This design comes from an exercise in tuning for small area, a short achievable clock period and few clock cycles per item on the open sky130 flow, not from production work.
Function was checked by simulation only, so behaviour that the tests miss may differ from the original.
Power and IR drop assume default switching activity.

`flow/config.mk`:
```
export PLATFORM = sky130hd
export DESIGN_NAME = MIPS
export DESIGN_NICKNAME = MIPS
export VERILOG_FILES = /design/flow/design.v
export SDC_FILE = /design/flow/constraint.sdc
export NUM_CORES = 4
export LEC_CHECK = 0
export CAP_MARGIN = 20
export CORE_MARGIN = 2
export CORE_UTILIZATION = 35
export PLACE_DENSITY = 0.55
export SLEW_MARGIN = 20
```
`flow/constraint.sdc`:
```
create_clock -name core_clock -period 14.0 [get_ports {clk}]
set_input_delay 2.8000 -clock core_clock [delete_from_list [all_inputs] [get_ports {clk}]]
set_output_delay 2.8000 -clock core_clock [all_outputs]
set_load 0.01 [all_outputs]
```
`flow/design.v`:
```
module ALU(
    input [2:0] op,
    input [31:0] a,
    input [31:0] b,
    output reg [31:0] x,  
    output reg zero  
);
parameter ALU_CODE_AND = 3'b000;
parameter ALU_CODE_OR = 3'b001;
parameter ALU_CODE_ADD = 3'b010;
parameter ALU_CODE_SUB = 3'b110;
parameter ALU_CODE_SUB_N = 3'b101;  
parameter ALU_CODE_SLT = 3'b111;
always @* begin
    case(op)
        ALU_CODE_AND: begin
            x = a & b;
            zero = 1'bx;
        end
        ALU_CODE_OR: begin
            x = a | b;
            zero = 1'bx;
        end
        ALU_CODE_ADD: begin
            x = a + b;
            zero = 1'bx;
        end
        ALU_CODE_SUB: begin
            x = a - b;
            zero = (a == b);
        end
        ALU_CODE_SUB_N: begin
            x = a - b;
            zero = !(a == b);
        end
        ALU_CODE_SLT: begin
            zero = 1'bx;
            if(a < b) begin
                x = 31'b1;
            end
            else begin
                x = 31'b0;
            end
        end
        default: begin
            x = 3'bx;
            zero = 1'bx;
        end
    endcase
end
endmodule
module ALUCTRL(
    input [2:0] alu_op,  
    input [5:0] func,  
    output reg [2:0] alu_code  
);
parameter ALU_OP_MEM = 3'b000;  
parameter ALU_OP_BEQ = 3'b001;  
parameter ALU_OP_ARITHMETIC = 3'b010;  
parameter ALU_OP_SLTI = 3'b011;  
parameter ALU_OP_BNE = 3'b100;  
parameter ALU_CODE_AND = 3'b000;
parameter ALU_CODE_OR = 3'b001;
parameter ALU_CODE_ADD = 3'b010;
parameter ALU_CODE_SUB = 3'b110;
parameter ALU_CODE_SUB_N = 3'b101;  
parameter ALU_CODE_SLT = 3'b111;
parameter FUNC_AND = 6'b100100;
parameter FUNC_OR =  6'b100101;
parameter FUNC_ADD = 6'b100000;
parameter FUNC_ADDU = 6'b100001;  
parameter FUNC_JR = 6'b001000;  
parameter FUNC_SUB = 6'b100010;
parameter FUNC_SLT = 6'b101010;
always @* begin
    case(alu_op)
        ALU_OP_MEM: alu_code = ALU_CODE_ADD;
        ALU_OP_BEQ: alu_code = ALU_CODE_SUB;
        ALU_OP_SLTI: alu_code = ALU_CODE_SLT;
        ALU_OP_BNE: alu_code = ALU_CODE_SUB_N;
        ALU_OP_ARITHMETIC: begin
            case(func)
                FUNC_AND: alu_code = ALU_CODE_AND;
                FUNC_OR:  alu_code = ALU_CODE_OR;
                FUNC_ADD: alu_code = ALU_CODE_ADD;
                FUNC_ADDU: alu_code = ALU_CODE_ADD;  
                FUNC_JR: alu_code = ALU_CODE_ADD;  
                FUNC_SUB: alu_code = ALU_CODE_SUB;
                FUNC_SLT: alu_code = ALU_CODE_SLT;
                default : alu_code = ALU_CODE_ADD;
            endcase
        end
        default: alu_code = 2'bx;
    endcase
end
endmodule
module DECODER(
    input [5:0] ins_op,
    input [5:0] func_code,
    output reg reg_write,
    output reg reg_dst,
    output reg alu_src,
    output reg [2:0] alu_op,
    output reg mem_read,
    output reg mem_write,
    output reg mem_to_reg,
    output reg branch,
    output reg jmp,
    output reg pc_to_reg,
    output reg pc_src_alu
);
always @* begin
    case(ins_op)
        0: begin  
        if(func_code == 6'b001000) begin
                reg_dst = 1'b1;
                alu_src = 1'b0;
                mem_to_reg = 1'b0;
                reg_write = 1'b0;
                mem_read = 1'b0;
                mem_write = 1'b0;
                branch = 1'b1;
                jmp = 1'b1;
                alu_op = 3'b001;
                pc_to_reg = 1'b0;
                pc_src_alu = 1'b1;
            end
            else begin
                reg_dst = 1'b1;
                alu_src = 1'b0;
                mem_to_reg = 1'b0;
                reg_write = 1'b1;
                mem_read = 1'b0;
                mem_write = 1'b0;
                branch = 1'b0;
                jmp = 1'b0;
                alu_op = 3'b010;
                pc_to_reg = 1'b0;
                pc_src_alu = 1'b0;
            end
        end
        2: begin  
            reg_dst = 1'b1;
            alu_src = 1'b0;
            mem_to_reg = 1'b0;
            reg_write = 1'b0;
            mem_read = 1'b0;
            mem_write = 1'b0;
            branch = 1'b1;
            jmp = 1'b1;
            alu_op = 3'b001;
            pc_to_reg = 1'b0;
            pc_src_alu = 1'b0;
        end
        3:begin  
            reg_dst = 1'b1;
            alu_src = 1'b0;
            mem_to_reg = 1'b0;
            reg_write = 1'b0;
            mem_read = 1'b0;
            mem_write = 1'b0;
            branch = 1'b1;
            jmp = 1'b1;
            alu_op = 3'b001;
            pc_to_reg = 1'b1;
            pc_src_alu = 1'b0;
        end
        4: begin  
            reg_dst = 1'bx;
            alu_src = 1'b0;
            mem_to_reg = 1'bx;
            reg_write = 1'b0;
            mem_read = 1'b0;
            mem_write = 1'b0;
            branch = 1'b1;
            jmp = 1'b0;
            alu_op = 3'b001;
            pc_to_reg = 1'b0;
            pc_src_alu = 1'b0;
        end
        5: begin  
            reg_dst = 1'bx;
            alu_src = 1'b0;
            mem_to_reg = 1'bx;
            reg_write = 1'b0;
            mem_read = 1'b0;
            mem_write = 1'b0;
            branch = 1'b1;
            jmp = 1'b0;
            alu_op = 3'b100;
            pc_to_reg = 1'b0;
            pc_src_alu = 1'b0;
        end
        8: begin  
            reg_dst = 1'b0;
            alu_src = 1'b1;
            mem_to_reg = 1'b0;
            reg_write = 1'b1;
            mem_read = 1'b0;
            mem_write = 1'b0;
            branch = 1'b0;
            jmp = 1'b0;
            alu_op = 3'b000;
            pc_to_reg = 1'b0;
            pc_src_alu = 1'b0;
        end
        9: begin  
            reg_dst = 1'b0;
            alu_src = 1'b1;
            mem_to_reg = 1'b0;
            reg_write = 1'b1;
            mem_read = 1'b0;
            mem_write = 1'b0;
            branch = 1'b0;
            jmp = 1'b0;
            alu_op = 3'b000;
            pc_to_reg = 1'b0;
            pc_src_alu = 1'b0;
        end
        10:begin  
            reg_dst = 1'b0;
            alu_src = 1'b1;
            mem_to_reg = 1'b0;
            reg_write = 1'b1;
            mem_read = 1'b0;
            mem_write = 1'b0;
            branch = 1'b0;
            jmp = 1'b0;
            alu_op = 3'b011;
            pc_to_reg = 1'b0;
            pc_src_alu = 1'b0;
        end
        35: begin  
            reg_dst = 1'b0;
            alu_src = 1'b1;
            mem_to_reg = 1'b1;
            reg_write = 1'b1;
            mem_read = 1'b1;
            mem_write = 1'b0;
            branch = 1'b0;
            jmp = 1'b0;
            alu_op = 3'b000;
            pc_to_reg = 1'b0;
            pc_src_alu = 1'b0;
        end
        43: begin  
            reg_dst = 1'bx;
            alu_src = 1'b1;
            mem_to_reg = 1'bx;
            reg_write = 1'b0;
            mem_read = 1'b0;
            mem_write = 1'b1;
            branch = 1'b0;
            jmp = 1'b0;
            alu_op = 3'b000;
            pc_to_reg = 1'b0;
            pc_src_alu = 1'b0;
        end
        default: begin
            reg_dst = 1'bx;
            alu_src = 1'bx;
            mem_to_reg = 1'bx;
            reg_write = 1'bx;
            mem_read = 1'bx;
            mem_write = 1'bx;
            branch = 1'bx;
            jmp = 1'bx;
            alu_op = 3'bxxx;
            pc_to_reg = 1'bx;
            pc_src_alu = 1'b0;
        end
    endcase
end
endmodule
module REGISTER_32(
    input reset_n,
    input clk,
    input write,
    input [31:0] in_data,
    output reg [31:0] data
);
always @(posedge clk) begin
    if(!reset_n) begin
        data <= 32'b0;
    end
    else begin
        if(write) begin
            data <= in_data;
        end
    end
end
endmodule
module REGFILE(
    input reset_n,
    input clk,
    input reg_write,  
    input reg_write_ra,
    input [4:0] r_reg0,  
    input [4:0] r_reg1,
    input [4:0] w_reg0,  
    input [31:0] w_data,  
    input [31:0] w_ra_data,
    output [31:0] reg0,  
    output [31:0] reg1
);
wire [31:0] _write_sel;
wire [31:0] _r_data[31:0];
wire [31:0] _r0_data;
wire [31:0] _r1_data;
wire [31:0] _r2_data;
wire [31:0] _r3_data;
wire [31:0] _r4_data;
wire [31:0] _r5_data;
wire [31:0] _r6_data;
wire [31:0] _r7_data;
wire [31:0] _r8_data;
wire [31:0] _r9_data;
wire [31:0] _r10_data;
wire [31:0] _r11_data;
wire [31:0] _r12_data;
wire [31:0] _r13_data;
wire [31:0] _r14_data;
wire [31:0] _r15_data;
wire [31:0] _r16_data;
wire [31:0] _r17_data;
wire [31:0] _r18_data;
wire [31:0] _r19_data;
wire [31:0] _r20_data;
wire [31:0] _r21_data;
wire [31:0] _r22_data;
wire [31:0] _r23_data;
wire [31:0] _r24_data;
wire [31:0] _r25_data;
wire [31:0] _r26_data;
wire [31:0] _r27_data;
wire [31:0] _r28_data;
wire [31:0] _r29_data;
wire [31:0] _r30_data;
wire [31:0] _r31_data;
wire [1023:0] regs;
wire [31:0] _r31_w_data;
assign regs = {
    _r31_data,
    _r30_data,
    _r29_data,
    _r28_data,
    _r27_data,
    _r26_data,
    _r25_data,
    _r24_data,
    _r23_data,
    _r22_data,
    _r21_data,
    _r20_data,
    _r19_data,
    _r18_data,
    _r17_data,
    _r16_data,
    _r15_data,
    _r14_data,
    _r13_data,
    _r12_data,
    _r11_data,
    _r10_data,
    _r9_data,
    _r8_data,
    _r7_data,
    _r6_data,
    _r5_data,
    _r4_data,
    _r3_data,
    _r2_data,
    _r1_data,
    _r0_data
};
assign _write_sel = (reg_write == 0) ? 32'b0 : (32'b1 << w_reg0);
assign reg0 = mux_reg(r_reg0, regs);
assign reg1 = mux_reg(r_reg1, regs);
REGISTER_32 r0(reset_n, clk, _write_sel[0], 32'h0, _r0_data);  
REGISTER_32 r1(reset_n, clk, _write_sel[1], w_data, _r1_data);  
REGISTER_32 r2(reset_n, clk, _write_sel[2], w_data, _r2_data);  
REGISTER_32 r3(reset_n, clk, _write_sel[3], w_data, _r3_data);  
REGISTER_32 r4(reset_n, clk, _write_sel[4], w_data, _r4_data);  
REGISTER_32 r5(reset_n, clk, _write_sel[5], w_data, _r5_data);  
REGISTER_32 r6(reset_n, clk, _write_sel[6], w_data, _r6_data);  
REGISTER_32 r7(reset_n, clk, _write_sel[7], w_data, _r7_data);  
REGISTER_32 r8(reset_n, clk, _write_sel[8], w_data, _r8_data);  
REGISTER_32 r9(reset_n, clk, _write_sel[9], w_data, _r9_data);  
REGISTER_32 r10(reset_n, clk, _write_sel[10], w_data, _r10_data);  
REGISTER_32 r11(reset_n, clk, _write_sel[11], w_data, _r11_data);  
REGISTER_32 r12(reset_n, clk, _write_sel[12], w_data, _r12_data);  
REGISTER_32 r13(reset_n, clk, _write_sel[13], w_data, _r13_data);  
REGISTER_32 r14(reset_n, clk, _write_sel[14], w_data, _r14_data);  
REGISTER_32 r15(reset_n, clk, _write_sel[15], w_data, _r15_data);  
REGISTER_32 r16(reset_n, clk, _write_sel[16], w_data, _r16_data);  
REGISTER_32 r17(reset_n, clk, _write_sel[17], w_data, _r17_data);  
REGISTER_32 r18(reset_n, clk, _write_sel[18], w_data, _r18_data);  
REGISTER_32 r19(reset_n, clk, _write_sel[19], w_data, _r19_data);  
REGISTER_32 r20(reset_n, clk, _write_sel[20], w_data, _r20_data);  
REGISTER_32 r21(reset_n, clk, _write_sel[21], w_data, _r21_data);  
REGISTER_32 r22(reset_n, clk, _write_sel[22], w_data, _r22_data);  
REGISTER_32 r23(reset_n, clk, _write_sel[23], w_data, _r23_data);  
REGISTER_32 r24(reset_n, clk, _write_sel[24], w_data, _r24_data);  
REGISTER_32 r25(reset_n, clk, _write_sel[25], w_data, _r25_data);  
REGISTER_32 r26(reset_n, clk, _write_sel[26], w_data, _r26_data);  
REGISTER_32 r27(reset_n, clk, _write_sel[27], w_data, _r27_data);  
REGISTER_32 r28(reset_n, clk, _write_sel[28], w_data, _r28_data);  
REGISTER_32 r29(reset_n, clk, _write_sel[29], w_data, _r29_data);  
REGISTER_32 r30(reset_n, clk, _write_sel[30], w_data, _r30_data);  
REGISTER_32 r31(reset_n, clk, (_write_sel[31] | reg_write_ra), _r31_w_data, _r31_data);  
assign _r31_w_data = (reg_write_ra == 0) ? (w_data) : (w_ra_data);
function [31:0] mux_reg;
    input [4:0] sel;
    input [1023:0] regs;
    begin
        case(sel)
            0: mux_reg = regs[(32*1)-1:32*0];
            1: mux_reg = regs[(32*2)-1:32*1];
            2: mux_reg = regs[(32*3)-1:32*2];
            3: mux_reg = regs[(32*4)-1:32*3];
            4: mux_reg = regs[(32*5)-1:32*4];
            5: mux_reg = regs[(32*6)-1:32*5];
            6: mux_reg = regs[(32*7)-1:32*6];
            7: mux_reg = regs[(32*8)-1:32*7];
            8: mux_reg = regs[(32*9)-1:32*8];
            9: mux_reg = regs[(32*10)-1:32*9];
            10: mux_reg = regs[(32*11)-1:32*10];
            11: mux_reg = regs[(32*12)-1:32*11];
            12: mux_reg = regs[(32*13)-1:32*12];
            13: mux_reg = regs[(32*14)-1:32*13];
            14: mux_reg = regs[(32*15)-1:32*14];
            15: mux_reg = regs[(32*16)-1:32*15];
            16: mux_reg = regs[(32*17)-1:32*16];
            17: mux_reg = regs[(32*18)-1:32*17];
            18: mux_reg = regs[(32*19)-1:32*18];
            19: mux_reg = regs[(32*20)-1:32*19];
            20: mux_reg = regs[(32*21)-1:32*20];
            21: mux_reg = regs[(32*22)-1:32*21];
            22: mux_reg = regs[(32*23)-1:32*22];
            23: mux_reg = regs[(32*24)-1:32*23];
            24: mux_reg = regs[(32*25)-1:32*24];
            25: mux_reg = regs[(32*26)-1:32*25];
            26: mux_reg = regs[(32*27)-1:32*26];
            27: mux_reg = regs[(32*28)-1:32*27];
            28: mux_reg = regs[(32*29)-1:32*28];
            29: mux_reg = regs[(32*30)-1:32*29];
            30: mux_reg = regs[(32*31)-1:32*30];
            31: mux_reg = regs[(32*32)-1:32*31];
        endcase
    end
endfunction
endmodule
module SIGNEXTEND_16_32(
    input [15:0] a,
    output [31:0] x
);
assign x = {
    {16{a[15]}},
    a
};
endmodule
module MIPS(
    input reset_n,
    input clk,
    output [31:0] imem_addr,
    input [31:0] imem_rdata,
    output [31:0] dmem_addr,
    output [31:0] dmem_wdata,
    output dmem_we,
    input [31:0] dmem_rdata
);
parameter ALU_CODE_ADD = 3'b010;
wire [2:0] alu_code;
wire [31:0] alu_result;
wire [4:0] reg_read_sel0;
wire [4:0] reg_read_sel1;
wire [4:0] reg_write_sel0;
wire [31:0] reg_write_data0;
wire [31:0] reg_data0;
wire [31:0] reg_data1;
wire [31:0] ins_data;
wire [31:0] ins_imm;
wire [31:0] alu_in_b;
wire [31:0] pc_data;
wire [31:0] pc_next;
wire [31:0] jmp_to;
wire [31:0] pc_branch_candidate0;
wire [31:0] pc_branch_candidate1;
wire [31:0] mem_data;
wire reg_write;
wire reg_dst;
wire alu_src;
wire [2:0] alu_op;
wire mem_read;
wire mem_write;
wire mem_to_reg;
wire branch;
wire jmp;
wire pc_to_reg;
wire pc_src_alu;
wire alu_zero;
DECODER dec(
    .ins_op(ins_data[31:26]),
    .func_code(ins_data[5:0]),
    .reg_write(reg_write),
    .reg_dst(reg_dst),
    .alu_src(alu_src),
    .alu_op(alu_op),
    .mem_read(mem_read),
    .mem_write(mem_write),
    .mem_to_reg(mem_to_reg),
    .branch(branch),
    .jmp(jmp),
    .pc_to_reg(pc_to_reg),
    .pc_src_alu(pc_src_alu)
);
assign dmem_addr = alu_result;
assign dmem_wdata = reg_data1;
assign dmem_we = mem_write;
assign mem_data = dmem_rdata;
assign reg_write_data0 = (mem_to_reg == 0) ? (alu_result) : (mem_data);
assign imem_addr = pc_data;
assign ins_data = imem_rdata;
assign reg_write_sel0 = (reg_dst == 0) ? (ins_data[20:16]) : (ins_data[15:11]);
assign alu_in_b = (alu_src == 0) ? (reg_data1) : (ins_imm);
SIGNEXTEND_16_32 signextend1(
    .a(ins_data[15:0]),
    .x(ins_imm)
);
REGFILE regfile(
    .reset_n(reset_n),
    .clk(clk),
    .reg_write(reg_write),
    .r_reg0(ins_data[25:21]),
    .r_reg1(ins_data[20:16]),
    .w_reg0(reg_write_sel0),
    .w_data(reg_write_data0),
    .reg0(reg_data0),
    .reg1(reg_data1),
    .w_ra_data(pc_branch_candidate0),
    .reg_write_ra(pc_to_reg)
);
ALUCTRL aluctrl(
    .alu_op(alu_op),
    .func(ins_data[5:0]),
    .alu_code(alu_code)
);
ALU alu(
    .op(alu_code),
    .a(reg_data0),
    .b(alu_in_b),
    .x(alu_result),
    .zero(alu_zero)
);
REGISTER_32 pc(
    .reset_n(reset_n),
    .clk(clk),
    .write(1'b1),
    .in_data((pc_src_alu == 0) ? (pc_next) : (alu_result)),
    .data(pc_data)
);
ALU pc_inc(
    .op(ALU_CODE_ADD),
    .a(pc_data),
    .b(32'h4),
    .x(pc_branch_candidate0)
);
ALU pc_branch(
    .op(ALU_CODE_ADD),
    .a(pc_branch_candidate0),
    .b({ins_imm[29:0], 2'b00}),
    .x(pc_branch_candidate1)
);
wire pc_src;
wire [31:0] branch_to;
assign pc_src = (branch & alu_zero);
assign branch_to = (pc_src == 0) ? (pc_branch_candidate0) : (pc_branch_candidate1);
assign jmp_to = {pc_branch_candidate0[31:28], {ins_imm[25:0], 2'b00}};
assign pc_next = (jmp == 0) ? (branch_to) : (jmp_to);
endmodule
```
`flow/run.sh`:
```
#!/bin/bash
# synth_recipe.tcl (not shown) runs the flow's synth.tcl, then flattens the netlist and writes it again
# the make line also repeats each setting of config.mk as NAME=value (left out here)
make -C /OpenROAD-flow-scripts/flow DESIGN_CONFIG=/design/flow/config.mk WORK_HOME=/design/flow/orfs CLKGATE_MAP_FILE= SYNTH_SCRIPT=/design/flow/synth_recipe.tcl finish
```
==> impl_metrics.csv <==
group,metric,value,unit
outcome,status,"finished clean",
final_layout,final_cells,9004,
critical_path,worstReg2RegStart,"regfile.r5.data[0]$_SDFFE_PN0P_",
die,fp.dieH,397,um
critical_path,path_buf_inv,4,
clock_network,cts_tree,"done",
final_layout,num-nets-final,7038,
place,dp_cells,8769,
global_routing,grt_pass1_wl,462000,um
critical_path,critPathKind,"input port to primary output",
power,p_seq_share,42.8,%
min_path,hold_path.class,"register to register",
die,io_pins,163,
final_layout,final_common_cell,"dfxtp_1",
clock_network,cts_made_buffers,115,
critical_path,cpPeakStageDelay,1.02,ns
logic_synthesis,netlist_instances,6990,
clock_network,cts_resized,0,
critical_path,cp.depth,20,
clock_network,path_clk_slew,0.06,ns
die,core,154000,sq um
timing,worstMarginPinSlew,1.33,ns
timing,setup_viol,0,
power,p_per_area,111,nW/um^2
timing,finalMaxSlewViolations,0,
route,via_per_inst,6.93,
timing,slew_headroom,11.1,%
critical_path,critical_path.cell_chain,"clkdlybuf4s50_1 > inv_1 > or3_1 > nor2_4 > buf_4 > a222oi_1 > nand4_1 > or3_1 > mux2_2 > ha_1 > fa_1 > or2_2 > a221oi_1 > o311a_1 > o311ai_1 > nand3_1 > nand3_1 > a221oi_1 > o221ai_1 > clkdlybuf4s50_1",
logic_synthesis,synth_area_leaders,"dfxtp_1, a22oi_1, nand3_1",
timing,timing_hold_violations_final,0,
logic_synthesis,synth.distinct_cells,84,
route,drtIter0Drc,11900,
final_layout,final_cell_mix,"dfxtp_1, nand3_1, a22oi_1",
critical_path,cp-start-kind,"input port",
logic_synthesis,synth-main-ff-cell,"dfxtp_1",
clock_network,cts_setup_buffers,0,
place,portBuffers,162,
logic_synthesis,ys_seq_area_share,37.9,%
logic_synthesis,yosysTopAreaCellShare,37.9,%
job,maxCapViolCount,0,
clock_network,cts-root-buf,"clkbuf_16",
route,dr.pass1.iters,12,
die,die_width,397,um
critical_path,crit_arrival,10.48,ns
place,place_congestion,1.01,
logic_synthesis,async_flop_share,0,%
power,power.leakage,0.0219,uW
logic_synthesis,syn_area,54200,sq um
critical_path,startpoint,"imem_rdata[17]",
global_routing,grt_max_degree,159,
clock_network,clockBufferDepth,3,
clock_network,htreeDepth,3,
logic_synthesis,syn_nets,7185,
route,routedWlPerCell,37.8,um
global_routing,track_usage,41.2,%
timing,skew,0.0417,ns
global_routing,grt_pass1_vias,57600,
power,p_int,4950,uW
timing,setup_tns,0,ns
power,ir_drop,0.000100,V
logic_synthesis,yosysTopAreaCell,"dfxtp_1",
timing,period_needed,13.28,ns
power,clkPwrFrac,46.2,%
critical_path,r2r-end,"regfile.r31.data[10]$_SDFFE_PN0P_",
timing,rsz0062_at_grt,"false",
critical_path,endpoint,"dmem_addr[24]",
timing,fmax,0.0753,GHz
route,wl,340000,um
die,die-area,158000,sq um
clock_network,clk_latency,0.79,ns
logic_synthesis,syn_area_per_cell,7.75,sq um
power,power.switching,2000,uW
place,dp_hpwl,225000,um
die,initial_core_util,35.2,%
final_layout,syn_to_final_growth,15.7,%
critical_path,ff2ff_setup_slack,7.41,ns
critical_path,crit_slowest_cell,"nor2_4",
die,placementRows,144,
timing,min_period_over_period,94.8,%
route,via_count,62400,
critical_path,end_kind,"primary output",
critical_path,crit_path_max_fanout,19,
route,drc,0,
logic_synthesis,synth_edf_count,0,
route,ant_nets,0,
critical_path,cp.required,11.20,ns
logic_synthesis,yosysWarnings,5,
power,pwr-share-comb,11.0,%
logic_synthesis,synth-seq-cells,1024,
critical_path,ff2ff_path_depth,18,
final_layout,fillers,15700,
global_routing,antenna_found_initial,29,
final_layout,drive_gt1_share,9.19,%
critical_path,crit_family,"simple AND/OR/NAND/NOR gates",
clock_network,ctsHoldBuffers,0,
global_routing,overflow,0,
clock_network,numClockSinks,1024,
power,p_sw_share,28.8,%
[final cells by class]
class	count	area, sq um	share of cell area (%)
multi-input cells	5158	31500	50.2
flip-flops and latches	1024	20500	32.7
repair buffers	417	3680	5.88
clock buffers	167	3240	5.18
well taps	2044	2560	4.08
clock inverters	51	674	1.08
inverters	127	484	0.773
diodes	16	40.0	0.0639
[metal layers]
| metal | up-vias | wire length [um] | global-route usage (%) |
|---|---|---|---|
| li1 | 25800 | - | - |
| met1 | 29900 | 128000 | 51.0 |
| met3 | 1527 | 48700 | 16.6 |
| met5 | - | 247 | 0 |
| met2 | 5219 | 138000 | 59.7 |
| met4 | 24 | 25200 | 24.5 |
[cells by family (layout without fill, tap and decap cells)]
| kind of cell | Yosys count | in the layout | share of synthesized area, % |
|---|---|---|---|
| buffers and inverters | 808 | 762 | 5.85 |
| DFF | 1024 | 1024 | 37.9 |
| muxes | 39 | 39 | 0.753 |
| AOI/OAI and AO/OA | 2511 | 2511 | 31.0 |
| other | 0 | 16 | 0 |
| and+or+nand+nor | 2418 | 2418 | 20.5 |
| xor gates and xnor gates | 61 | 61 | 0.987 |
| adders and majority gates | 129 | 129 | 3.02 |
[worst min-delay path by stage]
stage,slack [ns],from,cells after the start,to
after CTS,0.47,regfile.r12.data[5]$_SDFFE_PN0P_,2,regfile.r12.data[5]$_SDFFE_PN0P_
after detailed placement,0.46,regfile.r12.data[5]$_SDFFE_PN0P_,2,regfile.r12.data[5]$_SDFFE_PN0P_
after global routing,0.49,regfile.r24.data[5]$_SDFFE_PN0P_,2,regfile.r24.data[5]$_SDFFE_PN0P_
after global placement,0.46,regfile.r3.data[5]$_SDFFE_PN0P_,2,regfile.r3.data[5]$_SDFFE_PN0P_
final,0.47,regfile.r23.data[14]$_SDFFE_PN0P_,2,regfile.r23.data[14]$_SDFFE_PN0P_
after floorplan,0.44,regfile.r26.data[5]$_SDFFE_PN0P_,2,regfile.r26.data[5]$_SDFFE_PN0P_
[cell usage after synthesis (15+ instances only)]
| cell type | instances |
|---|---|
| a22oi_1 | 645 |
| o211ai_1 | 23 |
| a211oi_1 | 36 |
| clkbuf_1 | 604 |
| or4_1 | 32 |
| or3_1 | 25 |
| o21bai_1 | 17 |
| inv_1 | 127 |
| or2_2 | 25 |
| nand2_1 | 606 |
| mux2i_1 | 25 |
| nand3_1 | 760 |
| o21a_1 | 59 |
| a21o_1 | 27 |
| a222oi_1 | 64 |
| buf_1 | 17 |
| ha_1 | 126 |
| o31ai_1 | 17 |
| buf_2 | 42 |
| nor3_1 | 41 |
| dfxtp_1 | 1024 |
| xnor2_1 | 35 |
| and2_1 | 45 |
| o221ai_1 | 83 |
| nand2b_1 | 25 |
| o21ai_0 | 600 |
| o21ai_1 | 15 |
| and3_1 | 16 |
| nor2_1 | 654 |
| a22o_1 | 135 |
| a31oi_1 | 18 |
| nor4_1 | 45 |
| a221oi_1 | 144 |
| nand4_1 | 96 |
| a21oi_1 | 518 |
| xor2_1 | 26 |
[stage by stage]
step	power [uW]	cell area (sq um)	hold WS (ns)	utilization (%)	worst slack [ns]
global route	7070	62600	0.495	40.7	0.564
detailed placement	3760	58600	0.460	38.1	1.04
floorplan	3390	54200	0.444	-	3.69
finish	6950	62700	0.472	40.7	0.725
CTS	6910	62600	0.468	40.7	1.05
global placement	3760	58600	0.456	38.1	1.05
[power by group through the flow]
stage	registers [uW]	logic, uW	clock network, uW
6_report	2980	763	3210
5_1_grt	2970	779	3320
4_1_cts	2970	725	3210
3_5_place_dp	3040	723	0
3_3_place_gp	3040	721	0
2_1_floorplan	3020	373	0
[worst min-delay path: cells and delay by family (launching register included)]
family / cells / cell delay [ns]
AO/OA/AOI/OAI: 1 / 0.05
flip-flops: 1 / 0.32
AND/OR/NAND/NOR: 1 / 0.06
Testbench counts, summed over its fixed seeds: cycles 32,772, insns 32,772.

port drivers added, routing unchanged:
The flow's constraints put no driver on any port. The routed layout listed below was extracted and timed again, unchanged, in two steps. Step 1: set_driving_cell puts a clkbuf_16 on clk and a buf_2 on each other input, an assumption about the parent block. Step 2, shift: input delay + t, output delay - t, t = (earliest + latest rising clock arrival at the registers) / 2. This alone moves slack from input paths to output paths. Three values: ideal, step 1, step 2; two values: the first two.
t (ns): 0.866
slack for setup (ns): 0.725 / 0.687 / 0.687
worst setup path after step 2: input to output
pins driven straight from the clock port: 1
After both steps setup and hold are still met in this run. The setup slack of this run moves by -0.038 ns with the drivers and by -0.038 ns with both steps.
